Source: an optimization exercise on an open RTL-to-GDS flow (aim: small area and a short achievable clock period). Production flows keep margins and buffers that such runs may drop. Only simulation tests tie the RTL to the original design; equivalence was not proved. The clock port is modelled as an ideal driver, which makes a skipped or thinned clock tree look cheaper than it is; a real chip needs a root buffer or a tree.

// alu
module alu(
             clk_p_i,
             reset_n_i,
             data_a_i,
             data_b_i,
             inst_i,
             data_o
             );
export LEC_CHECK = 0
export ABC_AREA = 1
export CAP_MARGIN = 20
export CORE_MARGIN = 2
export CORE_UTILIZATION = 40
export CTS_BUF_LIST = sky130_fd_sc_hd__clkbuf_8
export GPL_TIMING_DRIVEN = 0
export SLEW_MARGIN = 20
create_clock -name core_clock -period 30.0 [get_ports {clk_p_i}]
standard.sh (not shown) runs the stock make flow with config.mk's settings and CLKGATE_MAP_FILE= SYNTH_SCRIPT=/design/flow/synth_recipe.tcl, a recipe that flattens the netlist after the stock synthesis.
==> flow/flow/run.sh <==
#!/bin/bash
# Layout flow: the standard ORFS flow (standard.sh) with these changes.
#  1. Synthesis runs ORFS's own synthesis script unchanged, but without the
#     full/half-adder cell map (ADDER_MAP_FILE empty), so that ABC maps the
#     adder logic together with the rest of the logic.
#  2. ABC runs flow/abc_area.script in place of ORFS's area script: the
#     synthesis step uses a copy of ORFS's scripts folder in which only that
#     file is replaced.
#  3. Every port gets a buffer, as in the standard flow, but from
#     flow/buffer_ports.tcl (run before global placement): buf_1 cells on
#     the data inputs and outputs, and buf_4 on the reset input.
#  5. flow/settings.sh may set further ORFS variables for the layout steps
#     (for example a setup slack margin for timing repair).
# Each step's full output goes to a log file in this folder.
set -e
HERE=$(pwd)
rm -rf "$HERE/scripts"
cp -r "$FLOW_HOME/scripts" "$HERE/scripts"
cp "$HERE/flow/abc_area.script" "$HERE/scripts/abc_area.script"
export ADDER_MAP_FILE=
bash standard.sh SCRIPTS_DIR="$HERE/scripts" synth > "$HERE/log_synth.txt" 2>&1
export DONT_BUFFER_PORTS=1
export PRE_GLOBAL_PLACE_TCL="$HERE/flow/buffer_ports.tcl"
export POST_CTS_TCL="$HERE/flow/clock_one_level.tcl"
if [[ -f "$HERE/flow/settings.sh" ]]; then source "$HERE/flow/settings.sh"; fi
bash standard.sh finish > "$HERE/log_finish.txt" 2>&1
==> flow/flow/abc_area.script <==
strash
dch
map -D 5200
topo
stime -c
buffer -c
upsize -c
dnsize -c
==> flow/flow/buffer_ports.tcl <==
# PRE_GLOBAL_PLACE hook: buffer every input and output port, as the standard
# flow does, with buf_1 cells on the data inputs and the outputs
# and a buf_4 on the reset input, which fans out to many registers.
buffer_ports -inputs -buffer_cell sky130_fd_sc_hd__buf_1
buffer_ports -outputs -buffer_cell sky130_fd_sc_hd__buf_1
set block [ord::get_db_block]
set rnet [$block findNet reset_n_i]
foreach it [$rnet getITerms] {
  set inst [$it getInst]
  replace_cell [get_cells [$inst getName]] sky130_fd_sc_hd__buf_4
  puts "buffer_ports: reset buffer [$inst getName] is now [[$inst getMaster] getName]"
}
Other scripts of this flow, unchanged in this note and not shown: flow/flow/clock_one_level.tcl
Rerun with:
==> flow/flow/abc_area.script (replaced) <==
strash
dch
map -D 5000
topo
stime -c
buffer -c
upsize -c
dnsize -c
--- a/flow/config.mk
+++ b/flow/config.mk
@@ -11 +11 @@
-export CORE_UTILIZATION = 40
+export CORE_UTILIZATION = 60
Outcome:
- sequential share of layout area came out higher by 0.46 points
- final area came out lower by 3.1%
- setup slack loses 0.0080 ns
- register-to-register slack gains 0.21 ns
- die area came out lower by 33%
Rerun with:
--- a/flow/flow/buffer_ports.tcl
+++ b/flow/flow/buffer_ports.tcl
@@ -10 +10 @@
-  replace_cell [get_cells [$inst getName]] sky130_fd_sc_hd__buf_4
+  replace_cell $inst sky130_fd_sc_hd__buf_4
--- a/flow/config.mk
+++ b/flow/config.mk
@@ -11 +11 @@
-export CORE_UTILIZATION = 60
+export CORE_UTILIZATION = 40
Outcome: Now the flow failed in global placement (3_3_place_gp) on STA-0124. Area after synthesis stays the same. Synthesized cell count stays the same.
Rerun with:
--- a/flow/flow/buffer_ports.tcl
+++ b/flow/flow/buffer_ports.tcl
@@ -10 +10 @@
-  replace_cell $inst sky130_fd_sc_hd__buf_4
+  replace_cell [get_cells [$inst getName]] sky130_fd_sc_hd__buf_4
--- a/flow/config.mk
+++ b/flow/config.mk
@@ -11 +11 @@
-export CORE_UTILIZATION = 40
+export CORE_UTILIZATION = 70
With this change the flow completed without violations.
Synthesized cell count is unchanged.
Area after synthesis stays the same.

-- re-timing with driven ports --
The flow's constraints put no driver on any port. The routed layouts listed below were extracted and timed again, unchanged, in two steps.
Step 1, drivers: a clkbuf_16 drives clk_p_i and a buf_2 each remaining input, both assumed.
Step 2 also shifts input and output timing later by t, the mid clock arrival at the registers, as if the neighbouring blocks saw the same clock.
Three values: ideal ports, drivers, drivers and shift; two values: the first two.
| run | t (ns) | setup WS [ns] | clock arrival spread, ns | cell pins on the clock port's net |
|---|---|---|---|---|
| the first run | 0.200 | 23.374 / 23.308 / 23.374 | 0.007 / 0.007 | 4 |
| the second run | 0.198 | 23.366 / 23.308 / 23.506 | 0.008 / 0.007 | 4 |
| the fourth run | 0.191 | 23.367 / 23.309 / 23.438 | 0.013 / 0.013 | 4 |
After both steps every run listed still meets setup and hold.
